Source: an optimization exercise on an open RTL-to-GDS flow (aim: small area). Production flows keep margins and buffers that such runs may drop. The RTL was checked by simulation tests, not by an equivalence proof against the original design. Power figures rest on the tool's default switching activity, not on a simulated workload.

==> flow/design.v <==
module clock(
    input clk,
    input reset,
    input tick,
    input [5:0] SW,
    input k1, k2, k3,                    
    output reg [6:0] seconds,            
    output reg [6:0] minutes,
    output reg [5:0] hours,              
    output reg [6:0] stopwatch_seconds,
    output reg [6:0] stopwatch_minutes,
    output reg [5:0] stopwatch_hours,
    output reg [6:0] timer_seconds,
    output reg [6:0] timer_minutes,
    output reg [5:0] timer_hours,
    output reg alarm_trigger,
    output reg [5:0] debug_alarm_hours,
    output reg [6:0] debug_alarm_minutes,
    output [5:0] alarm_hours,
    output [6:0] alarm_minutes
);
    function [6:0] inc60(input [6:0] v);
        if (v[3:0] == 4'd9)
            inc60 = (v[6:4] == 3'd5) ? 7'd0 : {v[6:4] + 3'd1, 4'd0};
        else
            inc60 = {v[6:4], v[3:0] + 4'd1};
    endfunction
    function [6:0] dec60(input [6:0] v);
        if (v[3:0] == 4'd0)
            dec60 = (v[6:4] == 3'd0) ? {3'd5, 4'd9} : {v[6:4] - 3'd1, 4'd9};
        else
            dec60 = {v[6:4], v[3:0] - 4'd1};
    endfunction
    function [5:0] inc24(input [5:0] v);
        if (v == {2'd2, 4'd3})
            inc24 = 6'd0;
        else if (v[3:0] == 4'd9)
            inc24 = {v[5:4] + 2'd1, 4'd0};
        else
            inc24 = {v[5:4], v[3:0] + 4'd1};
    endfunction
    function [5:0] dec24(input [5:0] v);    
        if (v[3:0] == 4'd0)
            dec24 = {v[5:4] - 2'd1, 4'd9};
        else
            dec24 = {v[5:4], v[3:0] - 4'd1};
    endfunction
    reg stopwatch_running, timer_running;
    reg pk1, pk2, pk3;                   
    reg psw1, ptm, psw5;                 
    wire set_time  = SW[0];
    wire sw_mode   = SW[1];
    wire set_timer = SW[3];
    wire tmr_mode  = SW[2] & ~SW[3];
    wire set_alarm = SW[5];
    wire run       = ~set_alarm;
    wire alarm_h_inc = pk2 & psw5;
    wire alarm_m_inc = pk1 & psw5;
    assign alarm_hours   = alarm_h_inc ? inc24(debug_alarm_hours) : debug_alarm_hours;
    assign alarm_minutes = alarm_m_inc ? inc60(debug_alarm_minutes) : debug_alarm_minutes;
    wire sw_start  = sw_mode & k3 & ~(pk3 & psw1);
    wire sw_stop   = sw_mode & k2 & ~(pk2 & psw1);
    wire sw_clear  = sw_mode & k1 & ~(pk1 & psw1);
    wire t_start   = tmr_mode & k3 & ~(pk3 & ptm);
    wire t_stop    = tmr_mode & k2 & ~(pk2 & ptm);
    wire t_clear   = tmr_mode & k1 & ~(pk1 & ptm);
    wire al_clear  = k3 & ~pk3;
    wire s59 = seconds == {3'd5, 4'd9};
    wire m59 = minutes == {3'd5, 4'd9};
    wire t_s_en = set_time ? k3 : 1'b1;
    wire t_m_en = set_time ? k1 : s59;
    wire t_h_en = set_time ? k2 : s59 & m59;
    wire sw_cnt = sw_mode & stopwatch_running;
    wire sws59 = stopwatch_seconds == {3'd5, 4'd9};
    wire swm59 = stopwatch_minutes == {3'd5, 4'd9};
    wire ts0 = timer_seconds == 7'd0;
    wire tm0 = timer_minutes == 7'd0;
    wire th0 = timer_hours == 6'd0;
    wire t_zero = ts0 & tm0 & th0;
    wire t_cnt = tmr_mode & timer_running;
    wire t_dec = t_cnt & ~t_zero;
    always @(posedge clk or posedge reset) begin
        if (reset) begin
            seconds <= 0;
            minutes <= 0;
            hours <= 0;
            stopwatch_seconds <= 0;
            stopwatch_minutes <= 0;
            stopwatch_hours <= 0;
            stopwatch_running <= 0;
            timer_seconds <= 0;
            timer_minutes <= 0;
            timer_hours <= 0;
            timer_running <= 0;
            alarm_trigger <= 0;
            debug_alarm_hours <= 0;
            debug_alarm_minutes <= 0;
            pk1 <= 0;
            pk2 <= 0;
            pk3 <= 0;
            psw1 <= 0;
            ptm <= 0;
            psw5 <= 0;
        end else if (tick) begin
            pk1 <= k1;
            pk2 <= k2;
            pk3 <= k3;
            psw1 <= sw_mode;
            ptm <= tmr_mode;
            psw5 <= set_alarm;
            debug_alarm_hours <= alarm_hours;
            debug_alarm_minutes <= alarm_minutes;
            alarm_trigger <= ~al_clear & run &
                             (alarm_trigger | (hours == alarm_hours && minutes == alarm_minutes && seconds == 7'd0));
            if (run) begin
                if (t_s_en) seconds <= inc60(seconds);
                if (t_m_en) minutes <= inc60(minutes);
                if (t_h_en) hours <= inc24(hours);
                if (sw_cnt)
                    stopwatch_seconds <= inc60(stopwatch_seconds);
                else if (sw_clear)
                    stopwatch_seconds <= 7'd0;
                if (sw_cnt & sws59)
                    stopwatch_minutes <= inc60(stopwatch_minutes);
                else if (sw_clear)
                    stopwatch_minutes <= 7'd0;
                if (sw_cnt & sws59 & swm59)
                    stopwatch_hours <= inc24(stopwatch_hours);
                else if (sw_clear)
                    stopwatch_hours <= 6'd0;
                if (sw_stop | sw_clear)
                    stopwatch_running <= 1'b0;
                else if (sw_start)
                    stopwatch_running <= 1'b1;
                if (set_timer & k3)
                    timer_seconds <= inc60(timer_seconds);
                else if (t_dec)
                    timer_seconds <= dec60(timer_seconds);
                else if (t_clear)
                    timer_seconds <= 7'd0;
                if (set_timer & k1)
                    timer_minutes <= inc60(timer_minutes);
                else if (t_dec & ts0)
                    timer_minutes <= dec60(timer_minutes);
                else if (t_clear)
                    timer_minutes <= 7'd0;
                if (set_timer & k2)
                    timer_hours <= inc24(timer_hours);
                else if (t_dec & ts0 & tm0)
                    timer_hours <= dec24(timer_hours);
                else if (t_clear)
                    timer_hours <= 6'd0;
                if (t_stop | t_clear | (t_cnt & t_zero))
                    timer_running <= 1'b0;
                else if (t_start)
                    timer_running <= 1'b1;
            end
        end
    end
endmodule
module top(
    input clk,                           
    input reset,                         
    input tick,                          
    input [5:0] SW,                      
    input [3:1] KEY,                     
    output [6:0] HEX0, HEX1, HEX2,
                   HEX3, HEX4, HEX5,
    output [16:0] LEDR
);
	wire [6:0] seconds, minutes, stopwatch_seconds, stopwatch_minutes, timer_seconds, timer_minutes;
	wire [5:0] hours, stopwatch_hours, timer_hours;
	wire [6:0] alarm_minutes, debug_alarm_minutes;
	wire [5:0] alarm_hours, debug_alarm_hours;
	wire alarm_trigger;
	clock clock_inst(
		.clk(clk), .reset(reset), .tick(tick), .SW(SW),
		.k1(~KEY[1]), .k2(~KEY[2]), .k3(~KEY[3]),
		.seconds(seconds), .minutes(minutes), .hours(hours),
		.stopwatch_seconds(stopwatch_seconds), .stopwatch_minutes(stopwatch_minutes), .stopwatch_hours(stopwatch_hours),
		.timer_seconds(timer_seconds), .timer_minutes(timer_minutes), .timer_hours(timer_hours),
		.alarm_trigger(alarm_trigger),
		.debug_alarm_hours(debug_alarm_hours), .debug_alarm_minutes(debug_alarm_minutes),
		.alarm_hours(alarm_hours), .alarm_minutes(alarm_minutes)
	);
	wire show_alarm = SW[4] | SW[5];
	wire show_sw    = SW[1];
	wire show_timer = SW[2] | SW[3];
	wire [6:0] display_sec = show_alarm ? 7'd0 : show_sw ? stopwatch_seconds : show_timer ? timer_seconds : seconds;
	wire [6:0] display_min = show_alarm ? alarm_minutes : show_sw ? stopwatch_minutes : show_timer ? timer_minutes : minutes;
	wire [5:0] display_hr  = show_alarm ? alarm_hours : show_sw ? stopwatch_hours : show_timer ? timer_hours : hours;
	function [6:0] seg7(input [3:0] d);
		reg a, b, c, e, f, g, dd;
		begin
			a  = d[3] | d[1] | (d[2] & d[0]) | (~d[2] & ~d[0]);
			b  = ~d[2] | (d[1] & d[0]) | (~d[1] & ~d[0]);
			c  = d[2] | ~d[1] | d[0];
			dd = d[3] | (~d[2] & ~d[0]) | (d[1] & ~d[0]) | (~d[2] & d[1]) | (d[2] & ~d[1] & d[0]);
			e  = (~d[2] & ~d[0]) | (d[1] & ~d[0]);
			f  = d[3] | (~d[1] & ~d[0]) | (d[2] & ~d[1]) | (d[2] & ~d[0]);
			g  = d[3] | (d[2] & ~d[1]) | (~d[2] & d[1]) | (d[1] & ~d[0]);
			seg7 = ~{g, f, e, dd, c, b, a};
		end
	endfunction
	assign HEX0 = seg7(display_sec[3:0]);
	assign HEX1 = seg7({1'b0, display_sec[6:4]});
	assign HEX2 = seg7(display_min[3:0]);
	assign HEX3 = seg7({1'b0, display_min[6:4]});
	assign HEX4 = seg7(display_hr[3:0]);
	assign HEX5 = seg7({2'b0, display_hr[5:4]});
	assign LEDR[0] = alarm_trigger;
	assign LEDR[1] = ~KEY[1];
	assign LEDR[2] = ~KEY[2];
	assign LEDR[3] = ~KEY[3];
	assign LEDR[4] = SW[4];
	assign LEDR[5] = SW[5];
	assign LEDR[10:6] = {debug_alarm_hours[5:4], 3'b0} + {debug_alarm_hours[5:4], 1'b0} + debug_alarm_hours[3:0];
	assign LEDR[16:11] = {debug_alarm_minutes[6:4], 3'b0} + {debug_alarm_minutes[6:4], 1'b0} + debug_alarm_minutes[3:0];
endmodule
==> flow/run.sh <==
#!/bin/bash
# synth_recipe.tcl (not shown) runs the flow's synth.tcl, then flattens the netlist and writes it again
# the make line also repeats each setting of config.mk as NAME=value (left out here)
make -C /OpenROAD-flow-scripts/flow DESIGN_CONFIG=/design/flow/config.mk WORK_HOME=/design/flow/orfs CLKGATE_MAP_FILE= SYNTH_SCRIPT=/design/flow/synth_recipe.tcl finish
==> flow/config.mk <==
export PLATFORM = sky130hd
export DESIGN_NAME = top
export DESIGN_NICKNAME = top
export VERILOG_FILES = /design/flow/design.v
export SDC_FILE = /design/flow/constraint.sdc
export NUM_CORES = 4
export LEC_CHECK = 0
export ABC_AREA = 1
export CAP_MARGIN = 20
export CORE_MARGIN = 2
export CORE_UTILIZATION = 60
export SLEW_MARGIN = 20
==> flow/constraint.sdc <==
create_clock -name core_clock -period 20.0 [get_ports {clk}]
set_input_delay 4.0000 -clock core_clock [delete_from_list [all_inputs] [get_ports {clk}]]
set_output_delay 4.0000 -clock core_clock [all_outputs]
set_load 0.01 [all_outputs]
==> impl_metrics.py <==
metrics = {
    "clock_network": {
        "cts_tree": "built",
        "cts_resized": 0,
        "hold_buffers": 0,
        "cts_max_path_buffers": 2,
        "path_clk_slew_ns": 0.08,
        "cts_setup_buffers": 0,
        "cts_root_buf": "clkbuf_8",
        "cts_buffers": 9,
        "htreeDepth": 3,
        "clk_latency_ns": 0.37,
        "cts_sinks": 82,
    },
    "sta": {
        "hold_viol": 0,
        "period_minus_slack_ns": 11.07,
        "rsz0062_at_grt": "false",
        "clock_skew_ns": 0.0114,
        "slew_headroom_pct": 31.3,
        "tns_ns": 0,
        "finalCritPeriodShare_pct": 55.4,
        "drv_slew": 0,
        "maxClockFrequency_mhz": 90.3,
        "worst_pin_slew_ns": 1.03,
        "setup_viol": 0,
    },
    "global_routing": {
        "grt_max_degree": 83,
        "antenna_found_initial": 0,
        "grt_pass1_vias": 5911,
        "grt_pass1_wl_um": 28100,
        "grt-ovfl-total": 0,
        "gr-usage-all-layers_pct": 30.6,
    },
    "placed_design": {
        "dp_hpwl_um": 13100,
        "gp_congestion": 0.907,
        "io_buffers": 69,
    },
    "synth": {
        "syn_nets": 1035,
        "synth_warnings": 2,
        "avgSynthCellArea_um2": 6.59,
        "async_reset_ff_share_pct": 100,
        "synth_edf_count": 0,
        "yosysTopAreaCell": "dfrtp_1",
        "yosysUniqueCellTypes": 46,
        "synth_top_area_share_pct": 31.3,
        "synth_area_um2": 6560,
        "synthTopCellsByArea": "dfrtp_1 (31%), nand2_1 (14%), inv_1 (7.8%)",
        "synth_seq_cells": 82,
        "ys.flop_type": "dfrtp_1",
        "ys_seq_area_share_pct": 31.3,
        "synthCells": 995,
    },
    "cells_and_area": {
        "num_antenna_cells": 0,
        "layout_common_cells": "nand2_1 (246), inv_1 (135), nor2_1 (97), o21ai_0 (92), dfrtp_1 (82)",
        "final_common_cell": "nand2_1",
        "drive_above_1_share_pct": 6.82,
        "final_net_count": 1092,
        "finish.utilization_pct": 69.5,
        "area_growth_pct": 13.9,
    },
    "power_and_ir_drop": {
        "p_seq_share_pct": 35.5,
        "pwr-share-clk_pct": 15.2,
        "intPower_w": 0.000408,
        "switching_share_pct": 44.4,
        "leakagePower_nw": 3.71,
        "ir_drop_v": 0.0000518,
        "power.share.combinational_pct": 49.3,
        "power_density_nw_per_um2": 98.3,
        "power.switching_w": 0.000326,
    },
    "drt": {
        "drt_iter0_drc": 519,
        "antenna_left": 0,
        "via_count": 6598,
        "firstDrtPassIters": 6,
        "drc": 0,
        "wl_per_cell_um": 14.2,
        "wirelength_um": 16900,
        "avgViaCountPerCell": 5.52,
    },
    "floorplanning": {
        "die_area_um2": 11800,
        "row_count": 38,
        "die-height_um": 109,
        "die_x_um": 109,
        "start_util_pct": 61.0,
        "core_um2": 10700,
        "ios": 71,
    },
    "critical_path": {
        "worstSetupPathType": "input port to primary output",
        "reg2regPathDepth": 14,
        "crit_fanout": 21,
        "crit_path_start_kind": "input port",
        "arrival_ns": 7.07,
        "end_kind": "primary output",
        "cp_data_required_time_ns": 16.00,
    },
    "hold_path": {
        "worstHoldPathCells": 2,
        "hold_path_class": "register to register",
    },
    "outcome": {
        "status": "finished clean",
    },
    "job": {
        "drv_cap": 0,
    },
}
[worst max-delay path, stage by stage]
cell and delay [ns]:
clkdlybuf4s50_1 0.48, nor2_2 0.83, inv_2 0.32, a21oi_1 0.20, o21ai_0 0.11, o21ai_1 0.19
inv_1 0.13, o21ai_2 0.16, and2_1 0.14, clkdlybuf4s50_1 0.52
[final timing paths]
path / startpoint / to / slack (ns)
worst max-delay path: SW[5] / HEX4[1] / 8.93
worst min-delay path: clock_inst.minutes[6] / clock_inst.minutes[6] / 0.51
worst max register to register: clock_inst.stopwatch_seconds[1] / clock_inst.stopwatch_hours[4] / 17.89
worst min register to register: clock_inst.minutes[6] / clock_inst.minutes[6] / 0.51
max in group asynchronous: reset / clock_inst.debug_alarm_minutes[4] / 15.31
min in group asynchronous: reset / clock_inst.timer_minutes[3] / 4.14
[layout make-up]
class,instances,area (um2)
Clock inverter,2,12.5
Timing Repair Buffer,72,717
Multi-Input combinational cell,732,3770
Fill cell,966,3270
Clock buffer,13,159
Sequential cell,82,2050
Tap cell,140,175
Inverter,155,583
[synth_stat cells (2+ instances only)]
library cell  instances
a211oi_1              4
a21oi_1              40
a22oi_1               2
a31oi_1               2
buf_2                 6
buf_4                13
clkbuf_1              6
clkinv_1              2
dfrtp_1              82
fa_1                  3
ha_1                 25
inv_1               136
inv_2                17
nand2_1             246
nand2_2              10
nand3_1              74
nand3_2               4
nand3b_1              2
nand4_1              17
nor2_1               98
nor2_2                8
nor2_4                4
nor3_1               20
nor3b_1               5
o211ai_1              8
o21a_1                2
o21ai_0              92
o21ai_1              21
o21ai_2               7
o21bai_1              2
o22ai_1               3
o31ai_1               4
o32ai_1               2
xor2_1               16
[logic make-up (layout without fill, tap and decap cells)]
family | Yosys count | count (layout) | synth area share (%)
buf+inv | 181 | 242 | 11.2
flops | 82 | 82 | 31.3
simple gates | 492 | 492 | 32.8
compound gates | 194 | 194 | 16.6
other cells | 1 | 1 | 0.0572
xor+xnor | 17 | 17 | 2.27
fa+ha+maj | 28 | 28 | 5.69
[through the flow]
step / total power (W) / setup slack [ns] / hold WS [ns] / instance area, um2 / instances
floorplan: 0.000491 / 10.57 / 0.465 / 6560 / 995
detailed placement: 0.000623 / 8.96 / 0.496 / 7300 / 1181
global placement: 0.000617 / 9.06 / 0.486 / 7300 / 1181
finish: 0.000734 / 8.93 / 0.514 / 7470 / 1196
CTS: 0.000734 / 8.96 / 0.515 / 7470 / 1196
global route: 0.000800 / 8.58 / 0.538 / 7470 / 1196
[layer usage]
layer | GRT usage (%) | wire, um | vias up
met5 | 0 | 0 | -
met4 | 10.6 | 382 | 0
met3 | 4.22 | 959 | 27
met2 | 50.2 | 7910 | 187
met1 | 41.4 | 7670 | 3031
li1 | - | - | 3353
[power groups by stage]
| stage | registers [W] | logic (W) | clock network [W] |
|---|---|---|---|
| 5_1_grt | 0.000268 | 0.000411 | 0.000122 |
| 3_3_place_gp | 0.000262 | 0.000355 | 0 |
| 6_report | 0.000260 | 0.000362 | 0.000112 |
| 2_1_floorplan | 0.000247 | 0.000245 | 0 |
| 3_5_place_dp | 0.000262 | 0.000361 | 0 |
| 4_1_cts | 0.000259 | 0.000362 | 0.000113 |
[sequential cells by signal, indices dropped and copies added, names as in the netlist]
register                        flops
clock_inst.timer_hours              6
clock_inst.psw5                     1
clock_inst.debug_alarm_minutes      7
clock_inst.seconds                  7
clock_inst.ptm                      1
clock_inst.pk3                      1
clock_inst.timer_seconds            7
clock_inst.psw1                     1
clock_inst.timer_minutes            7
clock_inst.stopwatch_running        1
clock_inst.hours                    6
clock_inst.stopwatch_minutes        7
clock_inst.alarm_trigger            1
clock_inst.pk1                      1
clock_inst.pk2                      1
clock_inst.debug_alarm_hours        6
clock_inst.stopwatch_hours          6
clock_inst.stopwatch_seconds        7
clock_inst.minutes                  7
clock_inst.timer_running            1

-- separate check: timing with driven ports --
How much do the figures lean on ideal ports? The routed layout below was timed once more, with nothing changed but the port constraints.
Step 1, drivers: a clkbuf_16 drives clk and a buf_2 each remaining input, both assumed.
Step 2, shift: input delay + t, output delay - t, t = (earliest + latest rising clock arrival at the registers) / 2. This alone moves slack from input paths to output paths.
Slacks: ideal ports / drivers / drivers and shift; pairs: ideal ports / drivers.
t, ns: 0.395
slack for setup (ns): 8.928 / 8.900 / 8.900
worst hold slack (ns): 0.514 / 0.514 / 0.514
After both steps this run still meets setup and hold. For this run, drivers alone change the setup slack by -0.028 ns; drivers and shift together by -0.028 ns.
